This is an optimization exercise on Yosys and OpenROAD, whose aim is small area and a short achievable clock period, not a production implementation.
Function was not checked in any run shown here: the RTL went through the layout flow alone.
Power and IR drop assume default switching activity.

$ cat flow/config.mk
export PLATFORM = sky130hd
export DESIGN_NAME = fpu
export DESIGN_NICKNAME = fpu
export VERILOG_FILES = /design/flow/design.v
export SDC_FILE = /design/flow/constraint.sdc
export NUM_CORES = 4
export LEC_CHECK = 0
export CAP_MARGIN = 20
export CORE_MARGIN = 2
export CORE_UTILIZATION = 40
export CTS_BUF_LIST = sky130_fd_sc_hd__clkbuf_4 sky130_fd_sc_hd__clkbuf_8
export SETUP_SLACK_MARGIN = 5
export SLEW_MARGIN = 20
export SYNTH_HIERARCHICAL = 1
export SYNTH_MINIMUM_KEEP_SIZE = 0
export TNS_END_PERCENT = 10
$ cat flow/constraint.sdc
create_clock -name core_clock -period 8.5 [get_ports {clk}]
set_input_delay 1.7000 -clock core_clock [delete_from_list [all_inputs] [get_ports {clk}]]
set_output_delay 1.7000 -clock core_clock [all_outputs]
set_load 0.01 [all_outputs]
$ cat flow/design.v
module fp_mul_tree (
    input  wire [14:0] fa,
    input  wire [14:0] fb,
    output wire [31:0] r0,
    output wire [31:0] r1
);
    wire [17:0] y = {2'b01, fb, 1'b0};    
    wire [7:0] neg, one, two;
    wire [6:0] nneg;
    wire [16:0] pp0, pp1, pp2, pp3, pp4, pp5, pp6, pp7;
    genvar k;
    generate for (k = 0; k < 8; k = k + 1) begin : g_enc
        assign neg[k] = y[2 * k + 2];
        assign one[k] = y[2 * k + 1] ^ y[2 * k];
        assign two[k] = (y[2 * k + 2] & ~y[2 * k + 1] & ~y[2 * k]) | (~y[2 * k + 2] & y[2 * k + 1] & y[2 * k]);
    end endgenerate
    generate for (k = 0; k < 7; k = k + 1) begin : g_nneg
        assign nneg[k] = ~neg[k];
    end endgenerate
    fp_booth_row u_row0 (.fa(fa), .one(one[0]), .two(two[0]), .neg(neg[0]), .pp(pp0));
    fp_booth_row u_row1 (.fa(fa), .one(one[1]), .two(two[1]), .neg(neg[1]), .pp(pp1));
    fp_booth_row u_row2 (.fa(fa), .one(one[2]), .two(two[2]), .neg(neg[2]), .pp(pp2));
    fp_booth_row u_row3 (.fa(fa), .one(one[3]), .two(two[3]), .neg(neg[3]), .pp(pp3));
    fp_booth_row u_row4 (.fa(fa), .one(one[4]), .two(two[4]), .neg(neg[4]), .pp(pp4));
    fp_booth_row u_row5 (.fa(fa), .one(one[5]), .two(two[5]), .neg(neg[5]), .pp(pp5));
    fp_booth_row u_row6 (.fa(fa), .one(one[6]), .two(two[6]), .neg(neg[6]), .pp(pp6));
    fp_booth_rown u_row7 (.fa(fa), .one(one[7]), .two(two[7]), .pp(pp7));    
    wire s1;
    wire c1;
    wire s2;
    wire c2;
    wire s3;
    wire c3;
    wire s4;
    wire c4;
    wire s5;
    wire c5;
    wire s6;
    wire c6;
    wire s7;
    wire c7;
    wire s8;
    wire c8;
    wire s9;
    wire c9;
    wire s10;
    wire c10;
    wire s11;
    wire c11;
    wire s12;
    wire c12;
    wire s13;
    wire c13;
    wire s14;
    wire c14;
    wire s15;
    wire c15;
    wire s16;
    wire c16;
    wire s17;
    wire c17;
    wire s18;
    wire c18;
    wire s19;
    wire c19;
    wire s20;
    wire c20;
    wire s21;
    wire c21;
    wire s22;
    wire c22;
    wire s23;
    wire c23;
    wire s24;
    wire c24;
    wire s25;
    wire c25;
    wire s26;
    wire c26;
    wire s27;
    wire c27;
    wire s28;
    wire c28;
    wire s29;
    wire c29;
    wire s30;
    wire c30;
    wire s31;
    wire c31;
    wire s32;
    wire c32;
    wire s33;
    wire c33;
    wire s34;
    wire c34;
    wire s35;
    wire c35;
    wire s36;
    wire c36;
    wire s37;
    wire c37;
    wire s38;
    wire c38;
    wire s39;
    wire c39;
    wire s40;
    wire c40;
    wire s41;
    wire c41;
    wire s42;
    wire c42;
    wire s43;
    wire c43;
    wire s44;
    wire c44;
    wire s45;
    wire c45;
    wire s46;
    wire c46;
    wire s47;
    wire c47;
    wire s48;
    wire c48;
    wire s49;
    wire c49;
    wire s50;
    wire c50;
    wire s51;
    wire c51;
    wire s52;
    wire c52;
    wire s53;
    wire c53;
    wire s54;
    wire c54;
    wire s55;
    wire c55;
    wire s56;
    wire c56;
    wire s57;
    wire c57;
    wire s58;
    wire c58;
    wire s59;
    wire c59;
    wire s60;
    wire c60;
    wire s61;
    wire c61;
    wire s62;
    wire c62;
    wire s63;
    wire c63;
    wire s64;
    wire c64;
    wire s65;
    wire c65;
    wire s66;
    wire c66;
    wire s67;
    wire c67;
    wire s68;
    wire c68;
    wire s69;
    wire c69;
    wire s70;
    wire c70;
    wire s71;
    wire c71;
    wire s72;
    wire c72;
    wire s73;
    wire c73;
    wire s74;
    wire c74;
    wire s75;
    wire c75;
    wire s76;
    wire c76;
    wire s77;
    wire c77;
    wire s78;
    wire c78;
    wire s79;
    wire c79;
    wire s80;
    wire c80;
    wire s81;
    wire c81;
    wire s82;
    wire c82;
    wire s83;
    wire c83;
    wire s84;
    wire c84;
    wire s85;
    wire c85;
    wire s86;
    wire c86;
    wire s87;
    wire c87;
    wire s88;
    wire c88;
    wire s89;
    wire c89;
    wire s90;
    wire c90;
    wire s91;
    wire c91;
    wire s92;
    wire c92;
    wire s93;
    wire c93;
    wire s94;
    wire c94;
    wire s95;
    wire c95;
    wire s96;
    wire c96;
    wire s97;
    wire c97;
    wire s98;
    wire c98;
    wire s99;
    wire c99;
    wire s100;
    wire c100;
    wire s101;
    wire c101;
    wire s102;
    wire c102;
    wire s103;
    wire c103;
    wire s104;
    wire c104;
    wire s105;
    wire c105;
    wire s106;
    wire c106;
    wire s107;
    wire c107;
    wire s108;
    wire c108;
    wire s109;
    wire c109;
    wire s110;
    wire c110;
    wire s111;
    wire c111;
    wire s112;
    wire c112;
    wire s113;
    wire c113;
    wire s114;
    wire c114;
    wire s115;
    wire c115;
    wire s116;
    wire c116;
    wire s117;
    wire c117;
    wire s118;
    wire c118;
    wire s119;
    wire c119;
    wire s120;
    wire c120;
    wire s121;
    wire c121;
    wire s122;
    wire c122;
    wire s123;
    wire c123;
    wire s124;
    wire c124;
    wire s125;
    wire c125;
    wire s126;
    wire c126;
    wire s127;
    wire c127;
    wire s128;
    wire c128;
    wire s129;
    wire c129;
    wire s130;
    wire c130;
    wire s131;
    wire c131;
    wire s132;
    wire c132;
    fp_ha u_s1 (.a(pp0[10]), .b(pp1[8]), .s(s1), .co(c1));
    fp_ha u_s2 (.a(pp0[11]), .b(pp1[9]), .s(s2), .co(c2));
    fp_fa u_s3 (.a(pp0[12]), .b(pp1[10]), .c(pp2[8]), .s(s3), .co(c3));
    fp_ha u_s4 (.a(pp3[6]), .b(pp4[4]), .s(s4), .co(c4));
    fp_fa u_s5 (.a(pp0[13]), .b(pp1[11]), .c(pp2[9]), .s(s5), .co(c5));
    fp_ha u_s6 (.a(pp3[7]), .b(pp4[5]), .s(s6), .co(c6));
    fp_fa u_s7 (.a(pp0[14]), .b(pp1[12]), .c(pp2[10]), .s(s7), .co(c7));
    fp_fa u_s8 (.a(pp3[8]), .b(pp4[6]), .c(pp5[4]), .s(s8), .co(c8));
    fp_ha u_s9 (.a(pp6[2]), .b(pp7[0]), .s(s9), .co(c9));
    fp_fa u_s10 (.a(pp0[15]), .b(pp1[13]), .c(pp2[11]), .s(s10), .co(c10));
    fp_fa u_s11 (.a(pp3[9]), .b(pp4[7]), .c(pp5[5]), .s(s11), .co(c11));
    fp_ha u_s12 (.a(pp6[3]), .b(pp7[1]), .s(s12), .co(c12));
    fp_fa u_s13 (.a(pp0[16]), .b(pp1[14]), .c(pp2[12]), .s(s13), .co(c13));
    fp_fa u_s14 (.a(pp3[10]), .b(pp4[8]), .c(pp5[6]), .s(s14), .co(c14));
    fp_fa u_s15 (.a(pp6[4]), .b(pp7[2]), .c(fa[0]), .s(s15), .co(c15));
    fp_fa u_s16 (.a(pp1[15]), .b(pp2[13]), .c(pp3[11]), .s(s16), .co(c16));
    fp_fa u_s17 (.a(pp4[9]), .b(pp5[7]), .c(pp6[5]), .s(s17), .co(c17));
    fp_fa u_s18 (.a(pp7[3]), .b(neg[0]), .c(fa[1]), .s(s18), .co(c18));
    fp_fa u_s19 (.a(pp1[16]), .b(pp2[14]), .c(pp3[12]), .s(s19), .co(c19));
    fp_fa u_s20 (.a(pp4[10]), .b(pp5[8]), .c(pp6[6]), .s(s20), .co(c20));
    fp_fa u_s21 (.a(pp7[4]), .b(neg[0]), .c(fa[2]), .s(s21), .co(c21));
    fp_fa u_s22 (.a(nneg[1]), .b(pp2[15]), .c(pp3[13]), .s(s22), .co(c22));
    fp_fa u_s23 (.a(pp4[11]), .b(pp5[9]), .c(pp6[7]), .s(s23), .co(c23));
    fp_fa u_s24 (.a(pp7[5]), .b(nneg[0]), .c(fa[3]), .s(s24), .co(c24));
    fp_fa u_s25 (.a(pp2[16]), .b(pp3[14]), .c(pp4[12]), .s(s25), .co(c25));
    fp_fa u_s26 (.a(pp5[10]), .b(pp6[8]), .c(pp7[6]), .s(s26), .co(c26));
    fp_ha u_s27 (.a(fa[4]), .b(1'b1), .s(s27), .co(c27));
    fp_fa u_s28 (.a(nneg[2]), .b(pp3[15]), .c(pp4[13]), .s(s28), .co(c28));
    fp_fa u_s29 (.a(pp5[11]), .b(pp6[9]), .c(pp7[7]), .s(s29), .co(c29));
    fp_fa u_s30 (.a(pp3[16]), .b(pp4[14]), .c(pp5[12]), .s(s30), .co(c30));
    fp_ha u_s31 (.a(pp6[10]), .b(pp7[8]), .s(s31), .co(c31));
    fp_fa u_s32 (.a(nneg[3]), .b(pp4[15]), .c(pp5[13]), .s(s32), .co(c32));
    fp_ha u_s33 (.a(pp4[16]), .b(pp5[14]), .s(s33), .co(c33));
    fp_ha u_s34 (.a(pp0[6]), .b(pp1[4]), .s(s34), .co(c34));
    fp_ha u_s35 (.a(pp0[7]), .b(pp1[5]), .s(s35), .co(c35));
    fp_fa u_s36 (.a(pp0[8]), .b(pp1[6]), .c(pp2[4]), .s(s36), .co(c36));
    fp_ha u_s37 (.a(pp3[2]), .b(pp4[0]), .s(s37), .co(c37));
    fp_fa u_s38 (.a(pp0[9]), .b(pp1[7]), .c(pp2[5]), .s(s38), .co(c38));
    fp_ha u_s39 (.a(pp3[3]), .b(pp4[1]), .s(s39), .co(c39));
    fp_fa u_s40 (.a(pp2[6]), .b(pp3[4]), .c(pp4[2]), .s(s40), .co(c40));
    fp_fa u_s41 (.a(pp5[0]), .b(neg[5]), .c(s1), .s(s41), .co(c41));
    fp_fa u_s42 (.a(pp2[7]), .b(pp3[5]), .c(pp4[3]), .s(s42), .co(c42));
    fp_fa u_s43 (.a(pp5[1]), .b(c1), .c(s2), .s(s43), .co(c43));
    fp_fa u_s44 (.a(pp5[2]), .b(pp6[0]), .c(neg[6]), .s(s44), .co(c44));
    fp_fa u_s45 (.a(c2), .b(s3), .c(s4), .s(s45), .co(c45));
    fp_fa u_s46 (.a(pp5[3]), .b(pp6[1]), .c(c3), .s(s46), .co(c46));
    fp_fa u_s47 (.a(c4), .b(s5), .c(s6), .s(s47), .co(c47));
    fp_fa1 u_s48 (.a(c5), .b(c6), .s(s48), .co(c48));
    fp_fa u_s49 (.a(s7), .b(s8), .c(s9), .s(s49), .co(c49));
    fp_fa u_s50 (.a(c7), .b(c8), .c(c9), .s(s50), .co(c50));
    fp_fa u_s51 (.a(s10), .b(s11), .c(s12), .s(s51), .co(c51));
    fp_fa u_s52 (.a(c10), .b(c11), .c(c12), .s(s52), .co(c52));
    fp_fa u_s53 (.a(s13), .b(s14), .c(s15), .s(s53), .co(c53));
    fp_fa u_s54 (.a(c13), .b(c14), .c(c15), .s(s54), .co(c54));
    fp_fa u_s55 (.a(s16), .b(s17), .c(s18), .s(s55), .co(c55));
    fp_fa u_s56 (.a(c16), .b(c17), .c(c18), .s(s56), .co(c56));
    fp_fa u_s57 (.a(s19), .b(s20), .c(s21), .s(s57), .co(c57));
    fp_fa u_s58 (.a(c19), .b(c20), .c(c21), .s(s58), .co(c58));
    fp_fa u_s59 (.a(s22), .b(s23), .c(s24), .s(s59), .co(c59));
    fp_fa u_s60 (.a(c22), .b(c23), .c(c24), .s(s60), .co(c60));
    fp_fa u_s61 (.a(s25), .b(s26), .c(s27), .s(s61), .co(c61));
    fp_fa u_s62 (.a(fa[5]), .b(c25), .c(c26), .s(s62), .co(c62));
    fp_fa u_s63 (.a(c27), .b(s28), .c(s29), .s(s63), .co(c63));
    fp_fa u_s64 (.a(fa[6]), .b(1'b1), .c(c28), .s(s64), .co(c64));
    fp_fa u_s65 (.a(c29), .b(s30), .c(s31), .s(s65), .co(c65));
    fp_fa u_s66 (.a(pp6[11]), .b(pp7[9]), .c(fa[7]), .s(s66), .co(c66));
    fp_fa u_s67 (.a(c30), .b(c31), .c(s32), .s(s67), .co(c67));
    fp_fa u_s68 (.a(pp6[12]), .b(pp7[10]), .c(fa[8]), .s(s68), .co(c68));
    fp_fa1 u_s69 (.a(c32), .b(s33), .s(s69), .co(c69));
    fp_fa u_s70 (.a(nneg[4]), .b(pp5[15]), .c(pp6[13]), .s(s70), .co(c70));
    fp_fa u_s71 (.a(pp7[11]), .b(fa[9]), .c(c33), .s(s71), .co(c71));
    fp_fa u_s72 (.a(pp5[16]), .b(pp6[14]), .c(pp7[12]), .s(s72), .co(c72));
    fp_ha u_s73 (.a(fa[10]), .b(1'b1), .s(s73), .co(c73));
    fp_fa u_s74 (.a(nneg[5]), .b(pp6[15]), .c(pp7[13]), .s(s74), .co(c74));
    fp_ha u_s75 (.a(pp6[16]), .b(pp7[14]), .s(s75), .co(c75));
    fp_ha u_s76 (.a(pp0[4]), .b(pp1[2]), .s(s76), .co(c76));
    fp_ha u_s77 (.a(pp0[5]), .b(pp1[3]), .s(s77), .co(c77));
    fp_fa u_s78 (.a(pp2[2]), .b(pp3[0]), .c(neg[3]), .s(s78), .co(c78));
    fp_fa u_s79 (.a(pp2[3]), .b(pp3[1]), .c(c34), .s(s79), .co(c79));
    fp_fa u_s80 (.a(neg[4]), .b(c35), .c(s36), .s(s80), .co(c80));
    fp_fa u_s81 (.a(c36), .b(c37), .c(s38), .s(s81), .co(c81));
    fp_fa u_s82 (.a(c38), .b(c39), .c(s40), .s(s82), .co(c82));
    fp_fa u_s83 (.a(c40), .b(s42), .c(c41), .s(s83), .co(c83));
    fp_fa u_s84 (.a(c42), .b(s44), .c(c43), .s(s84), .co(c84));
    fp_fa u_s85 (.a(c44), .b(c45), .c(s46), .s(s85), .co(c85));
    fp_fa u_s86 (.a(c46), .b(c47), .c(s48), .s(s86), .co(c86));
    fp_fa u_s87 (.a(c48), .b(c49), .c(s50), .s(s87), .co(c87));
    fp_fa u_s88 (.a(c50), .b(c51), .c(s52), .s(s88), .co(c88));
    fp_fa u_s89 (.a(c52), .b(c53), .c(s54), .s(s89), .co(c89));
    fp_fa u_s90 (.a(c54), .b(c55), .c(s56), .s(s90), .co(c90));
    fp_fa u_s91 (.a(c56), .b(c57), .c(s58), .s(s91), .co(c91));
    fp_fa u_s92 (.a(c58), .b(c59), .c(s60), .s(s92), .co(c92));
    fp_fa u_s93 (.a(c60), .b(c61), .c(s62), .s(s93), .co(c93));
    fp_fa u_s94 (.a(c62), .b(c63), .c(s64), .s(s94), .co(c94));
    fp_fa u_s95 (.a(s66), .b(c64), .c(c65), .s(s95), .co(c95));
    fp_fa u_s96 (.a(c66), .b(s68), .c(c67), .s(s96), .co(c96));
    fp_fa u_s97 (.a(c68), .b(s70), .c(c69), .s(s97), .co(c97));
    fp_fa u_s98 (.a(c70), .b(s72), .c(s73), .s(s98), .co(c98));
    fp_fa u_s99 (.a(fa[11]), .b(c72), .c(c73), .s(s99), .co(c99));
    fp_fa u_s100 (.a(fa[12]), .b(1'b1), .c(c74), .s(s100), .co(c100));
    fp_fa u_s101 (.a(nneg[6]), .b(pp7[15]), .c(fa[13]), .s(s101), .co(c101));
    fp_ha u_s102 (.a(pp7[16]), .b(fa[14]), .s(s102), .co(c102));
    fp_ha u_s103 (.a(pp0[2]), .b(pp1[0]), .s(s103), .co(c103));
    fp_ha u_s104 (.a(pp0[3]), .b(pp1[1]), .s(s104), .co(c104));
    fp_fa u_s105 (.a(pp2[0]), .b(neg[2]), .c(s76), .s(s105), .co(c105));
    fp_fa u_s106 (.a(pp2[1]), .b(c76), .c(s77), .s(s106), .co(c106));
    fp_fa u_s107 (.a(s34), .b(c77), .c(s78), .s(s107), .co(c107));
    fp_fa u_s108 (.a(s35), .b(c78), .c(s79), .s(s108), .co(c108));
    fp_fa u_s109 (.a(s37), .b(c79), .c(s80), .s(s109), .co(c109));
    fp_fa u_s110 (.a(s39), .b(c80), .c(s81), .s(s110), .co(c110));
    fp_fa u_s111 (.a(s41), .b(c81), .c(s82), .s(s111), .co(c111));
    fp_fa u_s112 (.a(s43), .b(c82), .c(s83), .s(s112), .co(c112));
    fp_fa u_s113 (.a(s45), .b(c83), .c(s84), .s(s113), .co(c113));
    fp_fa u_s114 (.a(s47), .b(c84), .c(s85), .s(s114), .co(c114));
    fp_fa u_s115 (.a(s49), .b(c85), .c(s86), .s(s115), .co(c115));
    fp_fa u_s116 (.a(s51), .b(c86), .c(s87), .s(s116), .co(c116));
    fp_fa u_s117 (.a(s53), .b(c87), .c(s88), .s(s117), .co(c117));
    fp_fa u_s118 (.a(s55), .b(c88), .c(s89), .s(s118), .co(c118));
    fp_fa u_s119 (.a(s57), .b(c89), .c(s90), .s(s119), .co(c119));
    fp_fa u_s120 (.a(s59), .b(c90), .c(s91), .s(s120), .co(c120));
    fp_fa u_s121 (.a(s61), .b(c91), .c(s92), .s(s121), .co(c121));
    fp_fa u_s122 (.a(s63), .b(c92), .c(s93), .s(s122), .co(c122));
    fp_fa u_s123 (.a(s65), .b(c93), .c(s94), .s(s123), .co(c123));
    fp_fa u_s124 (.a(s67), .b(c94), .c(s95), .s(s124), .co(c124));
    fp_fa u_s125 (.a(s69), .b(c95), .c(s96), .s(s125), .co(c125));
    fp_fa u_s126 (.a(s71), .b(c96), .c(s97), .s(s126), .co(c126));
    fp_fa u_s127 (.a(c71), .b(s98), .c(c97), .s(s127), .co(c127));
    fp_fa u_s128 (.a(s74), .b(c98), .c(s99), .s(s128), .co(c128));
    fp_fa u_s129 (.a(s75), .b(c99), .c(s100), .s(s129), .co(c129));
    fp_fa u_s130 (.a(c75), .b(s101), .c(c100), .s(s130), .co(c130));
    fp_fa1 u_s131 (.a(c101), .b(s102), .s(s131), .co(c131));
    assign s132 = ~c102;
    assign c132 = c102;
    assign r0[0] = pp0[0];
    assign r1[0] = neg[0];
    assign r0[1] = pp0[1];
    assign r1[1] = 1'b0;
    assign r0[2] = neg[1];
    assign r1[2] = s103;
    assign r0[3] = c103;
    assign r1[3] = s104;
    assign r0[4] = c104;
    assign r1[4] = s105;
    assign r0[5] = c105;
    assign r1[5] = s106;
    assign r0[6] = c106;
    assign r1[6] = s107;
    assign r0[7] = c107;
    assign r1[7] = s108;
    assign r0[8] = c108;
    assign r1[8] = s109;
    assign r0[9] = c109;
    assign r1[9] = s110;
    assign r0[10] = c110;
    assign r1[10] = s111;
    assign r0[11] = c111;
    assign r1[11] = s112;
    assign r0[12] = c112;
    assign r1[12] = s113;
    assign r0[13] = c113;
    assign r1[13] = s114;
    assign r0[14] = c114;
    assign r1[14] = s115;
    assign r0[15] = c115;
    assign r1[15] = s116;
    assign r0[16] = c116;
    assign r1[16] = s117;
    assign r0[17] = c117;
    assign r1[17] = s118;
    assign r0[18] = c118;
    assign r1[18] = s119;
    assign r0[19] = c119;
    assign r1[19] = s120;
    assign r0[20] = c120;
    assign r1[20] = s121;
    assign r0[21] = c121;
    assign r1[21] = s122;
    assign r0[22] = c122;
    assign r1[22] = s123;
    assign r0[23] = c123;
    assign r1[23] = s124;
    assign r0[24] = c124;
    assign r1[24] = s125;
    assign r0[25] = c125;
    assign r1[25] = s126;
    assign r0[26] = c126;
    assign r1[26] = s127;
    assign r0[27] = c127;
    assign r1[27] = s128;
    assign r0[28] = c128;
    assign r1[28] = s129;
    assign r0[29] = c129;
    assign r1[29] = s130;
    assign r0[30] = c130;
    assign r1[30] = s131;
    assign r0[31] = c131;
    assign r1[31] = s132;
endmodule
module fp_booth_row (input wire [14:0] fa, input wire one, input wire two, input wire neg, output wire [16:0] pp);
    genvar j;
    assign pp[0] = (one & fa[0]) ^ neg;
    generate for (j = 1; j < 15; j = j + 1) begin : g_pp
        fp_bpp u_pp (.x1(fa[j]), .x0(fa[j - 1]), .one(one), .two(two), .neg(neg), .pp(pp[j]));
    end endgenerate
    assign pp[15] = (one | (two & fa[14])) ^ neg;
    assign pp[16] = two ^ neg;
endmodule
module fp_booth_rown (input wire [14:0] fa, input wire one, input wire two, output wire [16:0] pp);
    genvar j;
    assign pp[0] = ~(one & fa[0]);
    generate for (j = 1; j < 15; j = j + 1) begin : g_pp
        fp_bppn u_pp (.x1(fa[j]), .x0(fa[j - 1]), .one(one), .two(two), .pp(pp[j]));
    end endgenerate
    assign pp[15] = ~(one | (two & fa[14]));
    assign pp[16] = ~two;
endmodule
module fp_bppn (input wire x1, input wire x0, input wire one, input wire two, output wire pp);
    assign pp = ~((one & x1) | (two & x0));
endmodule
module fp_bpp (input wire x1, input wire x0, input wire one, input wire two, input wire neg, output wire pp);
    assign pp = ((one & x1) | (two & x0)) ^ neg;
endmodule
module fp_fa (input wire a, input wire b, input wire c, output wire s, output wire co);
    assign s  = a ^ b ^ c;
    assign co = (a & b) | (a & c) | (b & c);
endmodule
module fp_fa1 (input wire a, input wire b, output wire s, output wire co);
    assign s  = ~(a ^ b);
    assign co = a | b;
endmodule
module fp_ha (input wire a, input wire b, output wire s, output wire co);
    assign s  = a ^ b;
    assign co = a & b;
endmodule
module fp_add16 (
    input  wire [15:0] x,
    input  wire [15:0] y,
    input  wire ci,
    output wire [15:0] s,
    output wire co
);
    wire [16:0] g0, p0;
    assign g0[0] = ci;
    assign p0[0] = 1'b0;
    assign g0[16:1] = x & y;
    assign p0[16:1] = x ^ y;
    wire g1;
    wire g2;
    wire p3;
    wire g4;
    wire p5;
    wire g6;
    wire p7;
    wire g8;
    wire p9;
    wire g10;
    wire p11;
    wire g12;
    wire p13;
    wire g14;
    wire p15;
    wire n16;
    wire g17;
    wire g18;
    wire n19;
    wire n20;
    wire g21;
    wire p22;
    wire g23;
    wire p24;
    wire n25;
    wire n26;
    wire g27;
    wire p28;
    wire g29;
    wire p30;
    wire n31;
    wire n32;
    wire g33;
    wire p34;
    wire g35;
    wire p36;
    wire g37;
    wire n38;
    wire g39;
    wire g40;
    wire g41;
    wire g42;
    wire p43;
    wire n44;
    wire n45;
    wire g46;
    wire p47;
    wire g48;
    wire p49;
    wire g50;
    wire p51;
    wire n52;
    wire g53;
    wire g54;
    wire g55;
    wire g56;
    wire g57;
    wire g58;
    wire g59;
    wire g60;
    wire g61;
    fp_aoi u1 (.a(g0[1]), .b(p0[1]), .c(g0[0]), .y(g1));
    fp_aoi u2 (.a(g0[3]), .b(p0[3]), .c(g0[2]), .y(g2));
    fp_nand u3 (.a(p0[3]), .b(p0[2]), .y(p3));
    fp_aoi u4 (.a(g0[5]), .b(p0[5]), .c(g0[4]), .y(g4));
    fp_nand u5 (.a(p0[5]), .b(p0[4]), .y(p5));
    fp_aoi u6 (.a(g0[7]), .b(p0[7]), .c(g0[6]), .y(g6));
    fp_nand u7 (.a(p0[7]), .b(p0[6]), .y(p7));
    fp_aoi u8 (.a(g0[9]), .b(p0[9]), .c(g0[8]), .y(g8));
    fp_nand u9 (.a(p0[9]), .b(p0[8]), .y(p9));
    fp_aoi u10 (.a(g0[11]), .b(p0[11]), .c(g0[10]), .y(g10));
    fp_nand u11 (.a(p0[11]), .b(p0[10]), .y(p11));
    fp_aoi u12 (.a(g0[13]), .b(p0[13]), .c(g0[12]), .y(g12));
    fp_nand u13 (.a(p0[13]), .b(p0[12]), .y(p13));
    fp_aoi u14 (.a(g0[15]), .b(p0[15]), .c(g0[14]), .y(g14));
    fp_nand u15 (.a(p0[15]), .b(p0[14]), .y(p15));
    assign n16 = ~g1;
    fp_aoi u17 (.a(g0[2]), .b(p0[2]), .c(n16), .y(g17));
    fp_oai u18 (.a(g2), .b(p3), .c(g1), .y(g18));
    assign n19 = ~g4;
    assign n20 = ~p5;
    fp_aoi u21 (.a(g0[6]), .b(p0[6]), .c(n19), .y(g21));
    fp_nand u22 (.a(p0[6]), .b(n20), .y(p22));
    fp_oai u23 (.a(g6), .b(p7), .c(g4), .y(g23));
    fp_nor u24 (.a(p7), .b(p5), .y(p24));
    assign n25 = ~g8;
    assign n26 = ~p9;
    fp_aoi u27 (.a(g0[10]), .b(p0[10]), .c(n25), .y(g27));
    fp_nand u28 (.a(p0[10]), .b(n26), .y(p28));
    fp_oai u29 (.a(g10), .b(p11), .c(g8), .y(g29));
    fp_nor u30 (.a(p11), .b(p9), .y(p30));
    assign n31 = ~g12;
    assign n32 = ~p13;
    fp_aoi u33 (.a(g0[14]), .b(p0[14]), .c(n31), .y(g33));
    fp_nand u34 (.a(p0[14]), .b(n32), .y(p34));
    fp_oai u35 (.a(g14), .b(p15), .c(g12), .y(g35));
    fp_nor u36 (.a(p15), .b(p13), .y(p36));
    fp_aoi u37 (.a(g0[4]), .b(p0[4]), .c(g18), .y(g37));
    assign n38 = ~g18;
    fp_oai u39 (.a(g4), .b(p5), .c(n38), .y(g39));
    fp_oai u40 (.a(g21), .b(p22), .c(n38), .y(g40));
    fp_aoi u41 (.a(g23), .b(p24), .c(g18), .y(g41));
    fp_aoi u42 (.a(g0[12]), .b(p0[12]), .c(g29), .y(g42));
    fp_nand u43 (.a(p0[12]), .b(p30), .y(p43));
    assign n44 = ~g29;
    assign n45 = ~p30;
    fp_oai u46 (.a(g12), .b(p13), .c(n44), .y(g46));
    fp_nor u47 (.a(p13), .b(n45), .y(p47));
    fp_oai u48 (.a(g33), .b(p34), .c(n44), .y(g48));
    fp_nor u49 (.a(p34), .b(n45), .y(p49));
    fp_aoi u50 (.a(g35), .b(p36), .c(g29), .y(g50));
    fp_nand u51 (.a(p36), .b(p30), .y(p51));
    assign n52 = ~g41;
    fp_aoi u53 (.a(g0[8]), .b(p0[8]), .c(n52), .y(g53));
    fp_oai u54 (.a(g8), .b(p9), .c(g41), .y(g54));
    fp_oai u55 (.a(g27), .b(p28), .c(g41), .y(g55));
    fp_aoi u56 (.a(g29), .b(p30), .c(n52), .y(g56));
    fp_oai u57 (.a(g42), .b(p43), .c(g41), .y(g57));
    fp_aoi u58 (.a(g46), .b(p47), .c(n52), .y(g58));
    fp_aoi u59 (.a(g48), .b(p49), .c(n52), .y(g59));
    fp_oai u60 (.a(g50), .b(p51), .c(g41), .y(g60));
    fp_aoi u61 (.a(g0[16]), .b(p0[16]), .c(g60), .y(g61));
    assign s[0] = p0[1] ^ g0[0];
    assign s[1] = p0[2] ^ ~g1;
    assign s[2] = p0[3] ^ ~g17;
    assign s[3] = p0[4] ^ g18;
    assign s[4] = p0[5] ^ ~g37;
    assign s[5] = p0[6] ^ g39;
    assign s[6] = p0[7] ^ g40;
    assign s[7] = p0[8] ^ ~g41;
    assign s[8] = p0[9] ^ ~g53;
    assign s[9] = p0[10] ^ g54;
    assign s[10] = p0[11] ^ g55;
    assign s[11] = p0[12] ^ ~g56;
    assign s[12] = p0[13] ^ g57;
    assign s[13] = p0[14] ^ ~g58;
    assign s[14] = p0[15] ^ ~g59;
    assign s[15] = p0[16] ^ g60;
    assign co = ~g61;
endmodule
module fp_add22 (
    input  wire [21:0] x,
    input  wire [21:0] y,
    input  wire ci,
    output wire [21:0] s,
    output wire co
);
    wire [22:0] g0, p0;
    assign g0[0] = ci;
    assign p0[0] = 1'b0;
    assign g0[22:1] = x & y;
    assign p0[22:1] = x ^ y;
    wire g1;
    wire g2;
    wire p3;
    wire g4;
    wire p5;
    wire g6;
    wire p7;
    wire g8;
    wire p9;
    wire g10;
    wire p11;
    wire g12;
    wire p13;
    wire g14;
    wire p15;
    wire g16;
    wire p17;
    wire g18;
    wire p19;
    wire g20;
    wire p21;
    wire n22;
    wire g23;
    wire g24;
    wire n25;
    wire n26;
    wire g27;
    wire p28;
    wire g29;
    wire p30;
    wire n31;
    wire n32;
    wire g33;
    wire p34;
    wire g35;
    wire p36;
    wire n37;
    wire n38;
    wire g39;
    wire p40;
    wire g41;
    wire p42;
    wire n43;
    wire n44;
    wire g45;
    wire p46;
    wire g47;
    wire p48;
    wire n49;
    wire n50;
    wire g51;
    wire p52;
    wire g53;
    wire n54;
    wire g55;
    wire g56;
    wire g57;
    wire g58;
    wire p59;
    wire n60;
    wire n61;
    wire g62;
    wire p63;
    wire g64;
    wire p65;
    wire g66;
    wire p67;
    wire g68;
    wire p69;
    wire n70;
    wire n71;
    wire g72;
    wire p73;
    wire g74;
    wire p75;
    wire n76;
    wire g77;
    wire g78;
    wire g79;
    wire g80;
    wire g81;
    wire g82;
    wire g83;
    wire g84;
    wire g85;
    wire n86;
    wire g87;
    wire g88;
    wire g89;
    wire g90;
    wire g91;
    wire g92;
    fp_aoi u1 (.a(g0[1]), .b(p0[1]), .c(g0[0]), .y(g1));
    fp_aoi u2 (.a(g0[3]), .b(p0[3]), .c(g0[2]), .y(g2));
    fp_nand u3 (.a(p0[3]), .b(p0[2]), .y(p3));
    fp_aoi u4 (.a(g0[5]), .b(p0[5]), .c(g0[4]), .y(g4));
    fp_nand u5 (.a(p0[5]), .b(p0[4]), .y(p5));
    fp_aoi u6 (.a(g0[7]), .b(p0[7]), .c(g0[6]), .y(g6));
    fp_nand u7 (.a(p0[7]), .b(p0[6]), .y(p7));
    fp_aoi u8 (.a(g0[9]), .b(p0[9]), .c(g0[8]), .y(g8));
    fp_nand u9 (.a(p0[9]), .b(p0[8]), .y(p9));
    fp_aoi u10 (.a(g0[11]), .b(p0[11]), .c(g0[10]), .y(g10));
    fp_nand u11 (.a(p0[11]), .b(p0[10]), .y(p11));
    fp_aoi u12 (.a(g0[13]), .b(p0[13]), .c(g0[12]), .y(g12));
    fp_nand u13 (.a(p0[13]), .b(p0[12]), .y(p13));
    fp_aoi u14 (.a(g0[15]), .b(p0[15]), .c(g0[14]), .y(g14));
    fp_nand u15 (.a(p0[15]), .b(p0[14]), .y(p15));
    fp_aoi u16 (.a(g0[17]), .b(p0[17]), .c(g0[16]), .y(g16));
    fp_nand u17 (.a(p0[17]), .b(p0[16]), .y(p17));
    fp_aoi u18 (.a(g0[19]), .b(p0[19]), .c(g0[18]), .y(g18));
    fp_nand u19 (.a(p0[19]), .b(p0[18]), .y(p19));
    fp_aoi u20 (.a(g0[21]), .b(p0[21]), .c(g0[20]), .y(g20));
    fp_nand u21 (.a(p0[21]), .b(p0[20]), .y(p21));
    assign n22 = ~g1;
    fp_aoi u23 (.a(g0[2]), .b(p0[2]), .c(n22), .y(g23));
    fp_oai u24 (.a(g2), .b(p3), .c(g1), .y(g24));
    assign n25 = ~g4;
    assign n26 = ~p5;
    fp_aoi u27 (.a(g0[6]), .b(p0[6]), .c(n25), .y(g27));
    fp_nand u28 (.a(p0[6]), .b(n26), .y(p28));
    fp_oai u29 (.a(g6), .b(p7), .c(g4), .y(g29));
    fp_nor u30 (.a(p7), .b(p5), .y(p30));
    assign n31 = ~g8;
    assign n32 = ~p9;
    fp_aoi u33 (.a(g0[10]), .b(p0[10]), .c(n31), .y(g33));
    fp_nand u34 (.a(p0[10]), .b(n32), .y(p34));
    fp_oai u35 (.a(g10), .b(p11), .c(g8), .y(g35));
    fp_nor u36 (.a(p11), .b(p9), .y(p36));
    assign n37 = ~g12;
    assign n38 = ~p13;
    fp_aoi u39 (.a(g0[14]), .b(p0[14]), .c(n37), .y(g39));
    fp_nand u40 (.a(p0[14]), .b(n38), .y(p40));
    fp_oai u41 (.a(g14), .b(p15), .c(g12), .y(g41));
    fp_nor u42 (.a(p15), .b(p13), .y(p42));
    assign n43 = ~g16;
    assign n44 = ~p17;
    fp_aoi u45 (.a(g0[18]), .b(p0[18]), .c(n43), .y(g45));
    fp_nand u46 (.a(p0[18]), .b(n44), .y(p46));
    fp_oai u47 (.a(g18), .b(p19), .c(g16), .y(g47));
    fp_nor u48 (.a(p19), .b(p17), .y(p48));
    assign n49 = ~g20;
    assign n50 = ~p21;
    fp_aoi u51 (.a(g0[22]), .b(p0[22]), .c(n49), .y(g51));
    fp_nand u52 (.a(p0[22]), .b(n50), .y(p52));
    fp_aoi u53 (.a(g0[4]), .b(p0[4]), .c(g24), .y(g53));
    assign n54 = ~g24;
    fp_oai u55 (.a(g4), .b(p5), .c(n54), .y(g55));
    fp_oai u56 (.a(g27), .b(p28), .c(n54), .y(g56));
    fp_aoi u57 (.a(g29), .b(p30), .c(g24), .y(g57));
    fp_aoi u58 (.a(g0[12]), .b(p0[12]), .c(g35), .y(g58));
    fp_nand u59 (.a(p0[12]), .b(p36), .y(p59));
    assign n60 = ~g35;
    assign n61 = ~p36;
    fp_oai u62 (.a(g12), .b(p13), .c(n60), .y(g62));
    fp_nor u63 (.a(p13), .b(n61), .y(p63));
    fp_oai u64 (.a(g39), .b(p40), .c(n60), .y(g64));
    fp_nor u65 (.a(p40), .b(n61), .y(p65));
    fp_aoi u66 (.a(g41), .b(p42), .c(g35), .y(g66));
    fp_nand u67 (.a(p42), .b(p36), .y(p67));
    fp_aoi u68 (.a(g0[20]), .b(p0[20]), .c(g47), .y(g68));
    fp_nand u69 (.a(p0[20]), .b(p48), .y(p69));
    assign n70 = ~g47;
    assign n71 = ~p48;
    fp_oai u72 (.a(g20), .b(p21), .c(n70), .y(g72));
    fp_nor u73 (.a(p21), .b(n71), .y(p73));
    fp_oai u74 (.a(g51), .b(p52), .c(n70), .y(g74));
    fp_nor u75 (.a(p52), .b(n71), .y(p75));
    assign n76 = ~g57;
    fp_aoi u77 (.a(g0[8]), .b(p0[8]), .c(n76), .y(g77));
    fp_oai u78 (.a(g8), .b(p9), .c(g57), .y(g78));
    fp_oai u79 (.a(g33), .b(p34), .c(g57), .y(g79));
    fp_aoi u80 (.a(g35), .b(p36), .c(n76), .y(g80));
    fp_oai u81 (.a(g58), .b(p59), .c(g57), .y(g81));
    fp_aoi u82 (.a(g62), .b(p63), .c(n76), .y(g82));
    fp_aoi u83 (.a(g64), .b(p65), .c(n76), .y(g83));
    fp_oai u84 (.a(g66), .b(p67), .c(g57), .y(g84));
    fp_aoi u85 (.a(g0[16]), .b(p0[16]), .c(g84), .y(g85));
    assign n86 = ~g84;
    fp_oai u87 (.a(g16), .b(p17), .c(n86), .y(g87));
    fp_oai u88 (.a(g45), .b(p46), .c(n86), .y(g88));
    fp_aoi u89 (.a(g47), .b(p48), .c(g84), .y(g89));
    fp_oai u90 (.a(g68), .b(p69), .c(n86), .y(g90));
    fp_aoi u91 (.a(g72), .b(p73), .c(g84), .y(g91));
    fp_aoi u92 (.a(g74), .b(p75), .c(g84), .y(g92));
    assign s[0] = p0[1] ^ g0[0];
    assign s[1] = p0[2] ^ ~g1;
    assign s[2] = p0[3] ^ ~g23;
    assign s[3] = p0[4] ^ g24;
    assign s[4] = p0[5] ^ ~g53;
    assign s[5] = p0[6] ^ g55;
    assign s[6] = p0[7] ^ g56;
    assign s[7] = p0[8] ^ ~g57;
    assign s[8] = p0[9] ^ ~g77;
    assign s[9] = p0[10] ^ g78;
    assign s[10] = p0[11] ^ g79;
    assign s[11] = p0[12] ^ ~g80;
    assign s[12] = p0[13] ^ g81;
    assign s[13] = p0[14] ^ ~g82;
    assign s[14] = p0[15] ^ ~g83;
    assign s[15] = p0[16] ^ g84;
    assign s[16] = p0[17] ^ ~g85;
    assign s[17] = p0[18] ^ g87;
    assign s[18] = p0[19] ^ g88;
    assign s[19] = p0[20] ^ ~g89;
    assign s[20] = p0[21] ^ g90;
    assign s[21] = p0[22] ^ ~g91;
    assign co = ~g92;
endmodule
module fp_cy10 (
    input  wire [9:0] x,
    input  wire [9:0] y,
    output wire co
);
    wire [10:0] g0, p0;
    assign g0[0] = 1'b0;
    assign p0[0] = 1'b0;
    assign g0[10:1] = x & y;
    assign p0[10:1] = x ^ y;
    wire g1;
    wire p2;
    wire g3;
    wire p4;
    wire g5;
    wire p6;
    wire g7;
    wire p8;
    wire g9;
    wire n10;
    wire g11;
    wire n12;
    wire n13;
    wire g14;
    wire p15;
    wire g16;
    wire p17;
    wire n18;
    wire n19;
    wire g20;
    wire p21;
    wire g22;
    wire n23;
    wire g24;
    wire g25;
    wire g26;
    wire n27;
    wire g28;
    wire g29;
    wire g30;
    fp_aoi u1 (.a(g0[3]), .b(p0[3]), .c(g0[2]), .y(g1));
    fp_nand u2 (.a(p0[3]), .b(p0[2]), .y(p2));
    fp_aoi u3 (.a(g0[5]), .b(p0[5]), .c(g0[4]), .y(g3));
    fp_nand u4 (.a(p0[5]), .b(p0[4]), .y(p4));
    fp_aoi u5 (.a(g0[7]), .b(p0[7]), .c(g0[6]), .y(g5));
    fp_nand u6 (.a(p0[7]), .b(p0[6]), .y(p6));
    fp_aoi u7 (.a(g0[9]), .b(p0[9]), .c(g0[8]), .y(g7));
    fp_nand u8 (.a(p0[9]), .b(p0[8]), .y(p8));
    fp_aoi u9 (.a(g0[2]), .b(p0[2]), .c(g0[1]), .y(g9));
    assign n10 = ~g0[1];
    fp_oai u11 (.a(g1), .b(p2), .c(n10), .y(g11));
    assign n12 = ~g3;
    assign n13 = ~p4;
    fp_aoi u14 (.a(g0[6]), .b(p0[6]), .c(n12), .y(g14));
    fp_nand u15 (.a(p0[6]), .b(n13), .y(p15));
    fp_oai u16 (.a(g5), .b(p6), .c(g3), .y(g16));
    fp_nor u17 (.a(p6), .b(p4), .y(p17));
    assign n18 = ~g7;
    assign n19 = ~p8;
    fp_aoi u20 (.a(g0[10]), .b(p0[10]), .c(n18), .y(g20));
    fp_nand u21 (.a(p0[10]), .b(n19), .y(p21));
    fp_aoi u22 (.a(g0[4]), .b(p0[4]), .c(g11), .y(g22));
    assign n23 = ~g11;
    fp_oai u24 (.a(g3), .b(p4), .c(n23), .y(g24));
    fp_oai u25 (.a(g14), .b(p15), .c(n23), .y(g25));
    fp_aoi u26 (.a(g16), .b(p17), .c(g11), .y(g26));
    assign n27 = ~g26;
    fp_aoi u28 (.a(g0[8]), .b(p0[8]), .c(n27), .y(g28));
    fp_oai u29 (.a(g7), .b(p8), .c(g26), .y(g29));
    fp_oai u30 (.a(g20), .b(p21), .c(g26), .y(g30));
    assign co = g30;
endmodule
module fp_aoi (input wire a, input wire b, input wire c, output wire y);
    assign y = ~(a | (b & c));
endmodule
module fp_oai (input wire a, input wire b, input wire c, output wire y);
    assign y = ~(a & (b | c));
endmodule
module fp_nand (input wire a, input wire b, output wire y);
    assign y = ~(a & b);
endmodule
module fp_nor (input wire a, input wire b, output wire y);
    assign y = ~(a | b);
endmodule
module fpu #(
    parameter WIDTH = 24
)(
    input   logic clk,
    input   wire logic [WIDTH - 1:0] a,
    input   wire logic [WIDTH - 1:0] b,
    input   wire logic [3:0]         opcode,
    output  logic [WIDTH - 1:0] result
);
    wire       abig  = a[22:0] > b[22:0];
    wire       egt   = a[22:15] > b[22:15];
    wire [3:0] dab   = a[18:15] - b[18:15];
    logic [23:0] a1, b1;
    logic [3:0]  op1;
    logic        abig1, abig1m;    
    logic        eff1;              
    logic [3:0]  sh1;      
    logic        ha1, hb1;  
    always_ff @(posedge clk) begin
        a1    <= a;
        b1    <= b;
        op1   <= opcode;
        abig1 <= abig;
        abig1m <= abig;
        eff1  <= a[23] ^ b[23] ^ opcode[2];
        sh1   <= egt ? dab : 4'd0 - dab;    
        ha1   <= a[22:15] != 8'd0;
        hb1   <= b[22:15] != 8'd0;
    end
    wire is_as   = (op1 == 4'b0000) || (op1 == 4'b0100);
    wire is_max  = (op1 == 4'b0001);
    wire is_min  = (op1 == 4'b0010);
    wire is_fl   = (op1 == 4'b1000);
    wire is_ce   = (op1 == 4'b1001);
    wire is_mul  = (op1 == 4'b0011);
    wire is_abs  = (op1 == 4'b0101);
    wire is_neg  = (op1 == 4'b0110);
    wire        sa = a1[23];
    wire [7:0]  ea = a1[22:15];
    wire [14:0] fa = a1[14:0];
    wire        sb = b1[23];
    wire [7:0]  eb = b1[22:15];
    wire [14:0] fb = b1[14:0];
    wire [15:0] ma     = {ha1, fa};
    wire [15:0] mb     = {hb1, fb};
    wire        sbx    = sb ^ op1[2];
    wire        effsub = eff1;
    wire [15:0] max_   = ma ^ {16{effsub}};
    wire [15:0] mbx    = mb ^ {16{effsub}};
    wire [15:0] maxm   = abig1 ? ma : mb;
    wire [15:0] minx   = abig1 ? mbx : max_;
    wire [7:0]  maxe   = abig1m ? ea : eb;
    wire [31:0] shx    = {{16{effsub}}, minx} >> sh1;
    wire        ssign  = abig1m ? sa : sbx;
    wire [16:0] sum;
    fp_add16 u_add (.x(maxm), .y(shx[15:0]), .ci(effsub), .s(sum[15:0]), .co(sum[16]));
    wire        a_gt = (sa == sb) ? (abig1m ^ sa) : sb;
    wire [23:0] mm   = (a_gt ^ is_min) ? a1 : b1;
    genvar k;
    wire [23:0] pass_r =
        (is_max | is_min) ? mm :
        (is_abs | is_neg) ? {is_neg & ~sa, a1[22:0]} :
        (is_fl | is_ce) ? a1 :
        (sa ? 24'hbf8000 : 24'h3f8000);
    wire [31:0] r0, r1;
    fp_mul_tree u_tree (.fa(fa), .fb(fb), .r0(r0), .r1(r1));
    wire        lo_co;     
    fp_cy10 u_lo (.x(r0[9:0]), .y(r1[9:0]), .co(lo_co));
    wire [8:0]  sum9  = {1'b0, ea} + {1'b0, eb};
    wire [8:0]  e9    = sum9 - 9'd127;
    wire        mzero = ~ha1 || ~hb1 || (sum9 < 9'd128);
    wire        movf  = sum9 >= 9'd382;
    wire        meq   = sum9 == 9'd381;
    wire        msign = sa ^ sb;
    wire        is_pass = ~is_mul & ~is_as;
    wire [56:0] d2_mul  = {meq, movf, mzero, msign, e9[7:0], lo_co, r1[31:10], r0[31:10]};
    wire [56:0] d2_as   = {31'd0, ssign, maxe, sum};
    wire [56:0] d2_pass = {33'd0, pass_r & {24{is_pass}}};
    wire [56:0] d2_in;
    generate for (k = 0; k < 24; k = k + 1) begin : g_d2
        fp_sel u_sel (.sa(is_as), .a(d2_as[k]), .sb(is_mul), .b(d2_mul[k]), .c(d2_pass[k]), .y(d2_in[k]));
    end endgenerate
    assign d2_in[25:24] = is_mul ? d2_mul[25:24] : d2_as[25:24];
    assign d2_in[56:26] = d2_mul[56:26];
    logic        k_mul, k_as, k_sub, k_fl, k_ce;
    logic [56:0] d2;
    always_ff @(posedge clk) begin
        k_mul <= is_mul;
        k_as  <= is_as;
        k_sub <= effsub;
        k_fl  <= is_fl;
        k_ce  <= is_ce;
        d2    <= d2_in;
    end
    wire [16:0] m  = d2[16:0];
    wire [7:0]  me = d2[24:17];
    wire        ms = d2[25];
    logic [3:0] lz;
    always_comb begin
        lz = 4'd15;
        for (int i = 0; i < 16; i++)
            if (m[i]) lz = 4'(15 - i);
    end
    wire [15:0] nsh   = m[15:0] << lz;
    wire [23:0] add_r = m[16] ? {ms, me + 8'd1, m[15:1]} : {ms, me, m[14:0]};
    wire [23:0] sub_r = (m[15:0] == 16'd0) ? {ms, 23'd0} : {ms, me - {4'd0, lz}, nsh[14:0]};
    wire [21:0] ps;                        
    wire        ps_co;
    fp_add22 u_cpa (.x(d2[21:0]), .y(d2[43:22]), .ci(d2[44]),
                    .s(ps), .co(ps_co));
    wire [16:0] p     = ps[21:5];          
    wire [7:0]  pe0   = d2[52:45];
    wire [7:0]  pe1   = d2[52:45] + 8'd1;
    wire [7:0]  pe    = p[16] ? pe1 : pe0;
    wire [14:0] pm    = p[16] ? p[15:1] : p[14:0];
    wire        povf  = d2[55] | (d2[56] & p[16]);
    wire [23:0] mul_r = d2[54] ? 24'd0 : povf ? 24'h7f8000 : {d2[53], pe, pm};
    wire [23:0] as_r = k_sub ? sub_r : add_r;
    wire        xs = d2[23];
    wire [7:0]  xe = d2[22:15];
    wire [14:0] xf = d2[14:0];
    wire [22:0] th;
        generate for (k = 0; k < 23; k = k + 1) begin : g_th3
        assign th[k] = xe >= 8'(128 + k);
    end endgenerate
    wire [14:0] fmask;     
    wire [14:0] cm;        
    wire [14:0] hm;        
    generate for (k = 0; k < 15; k = k + 1) begin : g_masks3
        assign fmask[k] = th[14 - k];
        assign cm[k]    = th[8 + k];
        assign hm[k]    = th[22 - k];
    end endgenerate
    wire [14:0] rf   = xf & fmask;
    wire        fhf  = |(xf & ~fmask);
    wire        frz  = ~|rf;
    wire        lt1  = ~th[0] & (xe != 8'd127);
    wire        fup  = xs & fhf;
    wire [7:0]  fl_ei = xe[7] ? {xe[7:4], xe[3:0] + 4'd1} : 8'd128;
    wire [23:0] fl_r = {xs, lt1 ? 8'd0 : (fup & frz) ? fl_ei : xe,
                        rf[14:1], rf[0] | (fup & ~frz)};
    wire        chf  = ~th[22] & |(xf & cm);
    wire [14:0] cx   = xf | ~hm;
    wire [15:0] cpa;                       
    assign cpa[0] = 1'b1;
    generate for (k = 0; k < 15; k = k + 1) begin : g_cpa3
        assign cpa[k + 1] = &cx[k:0];
    end endgenerate
    wire [7:0]  ce_ei = {xe[7:5], xe[4:0] + 5'd1};
    wire [23:0] ce_r = ~chf ? d2[23:0] :
                       xs   ? {1'b1, xe, xf & ~cm} :
                              {1'b0, cpa[15] ? ce_ei : xe, xf ^ (hm & cpa[14:0])};
    wire [23:0] pass3 = (k_fl ? fl_r : k_ce ? ce_r : d2[23:0]) & {24{~k_mul & ~k_as}};
    wire [23:0] res_in;
    generate for (k = 0; k < 24; k = k + 1) begin : g_res
        fp_sel u_sel (.sa(k_as), .a(as_r[k]), .sb(k_mul), .b(mul_r[k]), .c(pass3[k]), .y(res_in[k]));
    end endgenerate
    always_ff @(posedge clk) begin
        result <= res_in;
    end
endmodule
module fp_sel (input wire sa, input wire a, input wire sb, input wire b, input wire c, output wire y);
    assign y = (sa & a) | (sb & b) | c;
endmodule
$ cat flow/flow/run.sh
#!/bin/bash
# The standard layout, except that the input and output ports are
# buffered with sky130_fd_sc_hd__buf_2 cells (buffer_ports -buffer_cell)
# instead of the default delay-cell buffers. ORFS's own logs are kept
# under orfs/logs; make's output goes to standard.log.
set -euo pipefail
export BUFFER_PORTS_ARGS="-buffer_cell sky130_fd_sc_hd__buf_2"
bash standard.sh > standard.log 2>&1
$ cat flow/standard.sh
#!/bin/bash
# synth_recipe.tcl (not shown) runs the flow's synth.tcl, then flattens the netlist and writes it again
# the make line also repeats each setting of config.mk as NAME=value (left out here)
make -C /OpenROAD-flow-scripts/flow DESIGN_CONFIG=/design/flow/config.mk WORK_HOME=/design/flow/orfs CLKGATE_MAP_FILE= SYNTH_SCRIPT=/design/flow/synth_recipe.tcl "${@:-finish}"
==> results of run 1 <==
cell type report:
cell class                 count  area [um^2]  share of cell area
inverter                     116          445              0.0213
timing repair buffer         221         1930              0.0923
clock buffer                  22          278              0.0133
clock inverter                10          121             0.00581
sequential                   146         3000               0.144
multi-input combinational   1519        14400               0.688
tap                          592          741              0.0355
worst max path at each step:
stage               startpoint    endpoint  slack, ns
finish                  abig1m      d2[10]       4.91
global route            abig1m      d2[14]       4.77
detailed placement       d2[4]  result[22]       4.09
floorplan                b1[5]      d2[25]       4.84
CTS                     d2[15]  result[16]       4.90
global placement         d2[4]  result[22]       4.01
state kept, by name (all words and copies together), names as in the netlist:
name	flops
ha1	1
abig1m	1
b1	24
eff1	1
k_fl	1
result	24
k_mul	1
hb1	1
d2	57
a1	24
k_sub	1
k_as	1
sh1	4
k_ce	1
op1	4
power groups by stage:
stage | logic [uW] | clock network, uW | registers [uW]
3_5_place_dp | 3790 | 0 | 1140
3_3_place_gp | 3750 | 0 | 1140
2_1_floorplan | 3220 | 0 | 999
4_1_cts | 4020 | 588 | 1110
5_1_grt | 4650 | 612 | 1140
6_report | 4290 | 568 | 1120
per-layer routing:
layer  vias up  share of wire  track usage
li1       7168              -            -
met1      7780           0.42        0.328
met2       650           0.48        0.437
met3       161          0.057       0.0401
met4         0          0.042        0.117
met5         -              0            0
metrics by stage:
stage	std cells	hold slack (ns)	setup WS, ns
after global placement	2481	0.540	4.01
final	2626	0.579	4.91
after CTS	2600	0.562	4.90
after detailed placement	2481	0.545	4.09
after global routing	2626	0.573	4.77
after floorplan	1920	0.384	4.84
timing repair:
item / CTS / global route
hold endpoints to repair: 0 / 0
buffers inserted: 85 / 25
endpoints found under the setup margin: 61 / 41
resized for setup: 71 / 67
pin swaps: 24 / 22
cloned: 2 / 1
==> results.toml, run 1 <==
[final_layout]
fillers = 4222
antenna_cells = 0
final_cell_mix = "153 x xnor2_1, 120 x nand2_1, 115 x ha_1"
final_util = 0.473
layout_commonest_cell = "xnor2_1"
syn2layout_area_growth_pct = 17.3
nNetsFinal = 2309
drive_gt1_frac = 0.318
design_area_um2 = 20900

[floorplan]
die_area_um2 = 46200
coreArea_um2 = 44100
die_h_um = 215
boundaryPins = 77
floorplan.initialDensity = 0.404
rows = 77
dieWidth_um = 215

[power]
power_uw = 5980
intPower_uw = 2980
switching_share = 0.503
clkPwrFrac = 0.095
power_switching_uw = 3010
combPwrFrac = 0.717
leakage_uw = 0.00823
peakVddDrop_mv = 0.154
cellPowerDensity_nw_per_um2 = 286
p_seq_frac = 0.188

[worst_setup_path]
path_depth = 14
reg2reg_slack_ns = 4.91
cp_num_buf_inv = 2
r2r-end = "d2[10]"
path_max_fanout = 5
cp_slowest_stage_delay_ns = 0.53
critical_path_required_ns = 8.89
rr_worst_depth = 14
r2r-start = "abig1m"
slowest_stage = "mux4_2"
worst_setup_path_end_kind = "flip-flop"
cp_cell_sequence = "clkbuf_16 -> mux4_2 -> xnor2_1 -> o21ai_0 -> a21boi_1 -> a21oi_2 -> ha_1 -> a21oi_2 -> o21ai_2 -> a21oi_4 -> buf_6 -> o21ai_2 -> xor2_1 -> a221o_1"
crit_type = "reg -> reg"
worstSetupStartpointType = "flip-flop"
cp.arrival_ns = 3.98
cp_top_family = "compound AO/OA/AOI/OAI gates"

[clock_network]
path_clk_slew_ns = 0.09
cts_tree = "built"
clkSinkCount = 146
clk_latency_ns = 0.52
cts_made_buffers = 17
cts_max_level = 4
root_buffer = "clkbuf_8"
clock_path_buffers = 2
hold_buffers = 0

[sta]
hold_violations = 0
max_slew_margin = 0.363
fin_crit_sh = 0.422
fin_crit_ns = 3.59
fin_skew_ns = 0.0357
worst_slew_pin_slew_ns = 0.952
rsz0062_at_grt = "true"
setup_viol = 0
fmax_mhz = 279
report.final.slew_viol_count = 0
tns_ns = 0

[global_routing]
grt_pass1_wl_mm = 93.7
gr-total-overflow = 0
antenna_found_initial = 0
grt_max_degree = 34
grt_pass1_vias = 16100
grtUsageTotal = 0.260

[routing]
drc = 0
routed_wire_length_per_instance_um = 23.2
wl_mm = 60.9
drt_iter0_drc = 1372
vias_per_cell = 6.00
drtAntennaViolNets = 0
vias = 15800
drt_first_pass_iters = 6

[synth]
syn_area_um2 = 17800
netlist_instances = 1917
syn_avg_cell_area_um2 = 9.29
ys_warn_count = 7

[placed_design]
postPlaceCellArea_um2 = 18800
io_buffers = 76
hpwlAfterDp_mm = 42.4
gp_congestion = 0.968

[run_status]
status = "timing/DRC/antenna clean"

[worst_hold_path]
worstHoldEndpoint = "d2[54]"
min_from = "hb1"
min_path_cells = 1
hold_class = "reg -> reg"

[run]
maxCapViolCount = 0
==> inputs of run 2 (changes only) <==
--- a/flow/config.mk
+++ b/flow/config.mk
@@ -9,6 +9,7 @@
 export CORE_MARGIN = 2
 export CORE_UTILIZATION = 40
 export CTS_BUF_LIST = sky130_fd_sc_hd__clkbuf_4 sky130_fd_sc_hd__clkbuf_8
+export GPL_ROUTABILITY_DRIVEN = 0
 export SETUP_SLACK_MARGIN = 5
 export SLEW_MARGIN = 20
 export SYNTH_HIERARCHICAL = 1
==> run 2 against run 1 <==
Against the previous run:
- sequential power about the same
- combinational power decreased by 1%
- die area unchanged
- clock power barely moved
- routed wire length is 3.3% lower
- total power fell by 1.3%
- non-clock buffer count up 25
- largest cell class unchanged
==> results.toml, run 2 <==
[run_status]
status = "timing/DRC/antenna clean"

[floorplan]
floorplan.initialDensity = 0.404
die_h_um = 215
boundaryPins = 77
die_area_um2 = 46200
rows = 77
coreArea_um2 = 44100
dieWidth_um = 215

[run]
maxCapViolCount = 0

[routing]
vias_per_cell = 6.05
routed_wire_length_per_instance_um = 22.2
drt_first_pass_iters = 8
vias = 16000
drtAntennaViolNets = 0
drc = 0
wl_mm = 58.9
drt_iter0_drc = 1965

[clock_network]
clock_path_buffers = 2
cts_max_level = 4
cts_tree = "built"
root_buffer = "clkbuf_8"
hold_buffers = 0
cts_made_buffers = 17
clk_latency_ns = 0.50
path_clk_slew_ns = 0.09
clkSinkCount = 146

[global_routing]
grtUsageTotal = 0.247
antenna_found_initial = 0
grt_pass1_wl_mm = 90.3
grt_max_degree = 34
gr-total-overflow = 0
grt_pass1_vias = 15900

[power]
peakVddDrop_mv = 0.143
cellPowerDensity_nw_per_um2 = 280
leakage_uw = 0.00837

[sta]
report.final.slew_viol_count = 0
setup_viol = 0
worst_slew_pin_slew_ns = 1.07
max_slew_margin = 0.285
hold_violations = 0
fin_crit_ns = 3.54
fmax_mhz = 282
tns_ns = 0
finalWorstSetupSlack_ns = 4.96
rsz0062_at_grt = "true"
fin_skew_ns = 0.0253
fin_crit_sh = 0.417

[final_layout]
top_register = "d2"
multi_input_area_um2 = 14400
syn2layout_area_growth_pct = 18.5
final_cell_mix = "148 x xnor2_1, 121 x nand2_1, 119 x buf_4"
antenna_cells = 0
layout_commonest_cell = "xnor2_1"
nNetsFinal = 2334
drive_gt1_frac = 0.328
largest_reg_flops = 57
regArea_um2 = 3020
fillers = 4125

[worst_setup_path]
worst_setup_path_end_kind = "flip-flop"
crit_type = "reg -> reg"
cp.arrival_ns = 3.91
path_max_fanout = 5
critical_path_required_ns = 8.87
worstSetupStartpointType = "flip-flop"

[placed_design]
dp_slack_ns = 3.92
hpwlAfterDp_mm = 39.9
io_buffers = 76

[worst_hold_path]
hold_class = "reg -> reg"

[synth]
syn_avg_cell_area_um2 = 9.29
syn_area_um2 = 17800
ys_warn_count = 7
netlist_instances = 1917
## run 2: layout make-up
class                   instances  share of cell area
clock buffers                  19              0.0124
clock inverters                13             0.00652
well taps                     592              0.0351
multi-input cells            1519               0.683
flip-flops and latches        146               0.143
repair buffers                246              0.0995
inverters                     116              0.0210
## run 2: worst max-delay path, stage by stage (launching register included)
cell     delay [ns]
dfxtp_4        0.41
buf_12         0.13
mux4_2         0.52
xnor2_1        0.15
o21ai_0        0.26
mux2i_1        0.17
a21oi_1        0.30
ha_1           0.34
a21oi_2        0.27
o21ai_4        0.09
buf_4          0.15
a21oi_2        0.10
o21ai_1        0.08
xor2_1         0.15
a221o_1        0.32
## run 2: worst paths after layout
path              slack, ns    from      to  cells past startpoint
hold / removal         0.58     hb1  d2[54]                      1
setup / recovery       4.96  abig1m  d2[12]                     14
hold reg to reg        0.58     hb1  d2[54]                      1
setup reg to reg       4.96  abig1m  d2[12]                     14
## run 2: repair_timing
| item | CTS | global route |
|---|---|---|
| endpoints found under the setup margin | 61 | 40 |
| pin swaps | 16 | 35 |
| setup buffers | 78 | 61 |
| resized for setup | 45 | 112 |
## run 2: power breakdown
group / internal (uW) / switching [uW] / total, uW
sequential: 858 / 241 / 1100
clock: 258 / 307 / 565
combinational: 1850 / 2390 / 4240
## run 2: stage by stage
step                power [uW]  utilization  std cells  area [um^2]  hold WS [ns]
floorplan                 4220            -       1920        18200         0.384
global placement          4770        0.425       2480        18800         0.579
detailed placement        4830        0.425       2480        18800         0.561
CTS                       5530        0.457       2590        20200         0.581
global route              6320        0.478       2651        21100         0.601
finish                    5900        0.478       2651        21100         0.585
## run 2: layer usage
metal	up-vias	wire length, um	part of all wire	global-route usage
met5	-	0	0	0
met4	0	2520	0.043	0.106
met3	187	4420	0.075	0.0382
met2	846	27000	0.46	0.399
met1	7804	24900	0.42	0.327
li1	7212	-	-	-

==> what the ideal ports hide <==
How much do the figures lean on ideal ports? The routed layouts below were timed once more, with nothing changed but the port constraints. Step 1: set_driving_cell puts a clkbuf_16 on clk and a buf_2 on each other input, an assumption about the parent block. Step 2 moves the port delays by t, midway between the first and last clock arrival at a register: inputs arrive t later, outputs are due t later. That takes back most of the time a late clock gives input paths. a / b / c = no drivers / after step 1 / after step 2; a / b = the first two.
run	t (ns)	slack for setup (ns)	worst hold slack (ns)
run 1	0.553	4.914 / 4.914 / 4.914	0.579 / 0.579 / 0.579
run 2	0.530	4.959 / 4.959 / 4.892	0.585 / 0.585 / 0.585
After both steps every run listed still meets setup and hold. For run 2, which loses most, drivers alone change the setup slack by 0.000 ns; drivers and shift together by -0.067 ns.
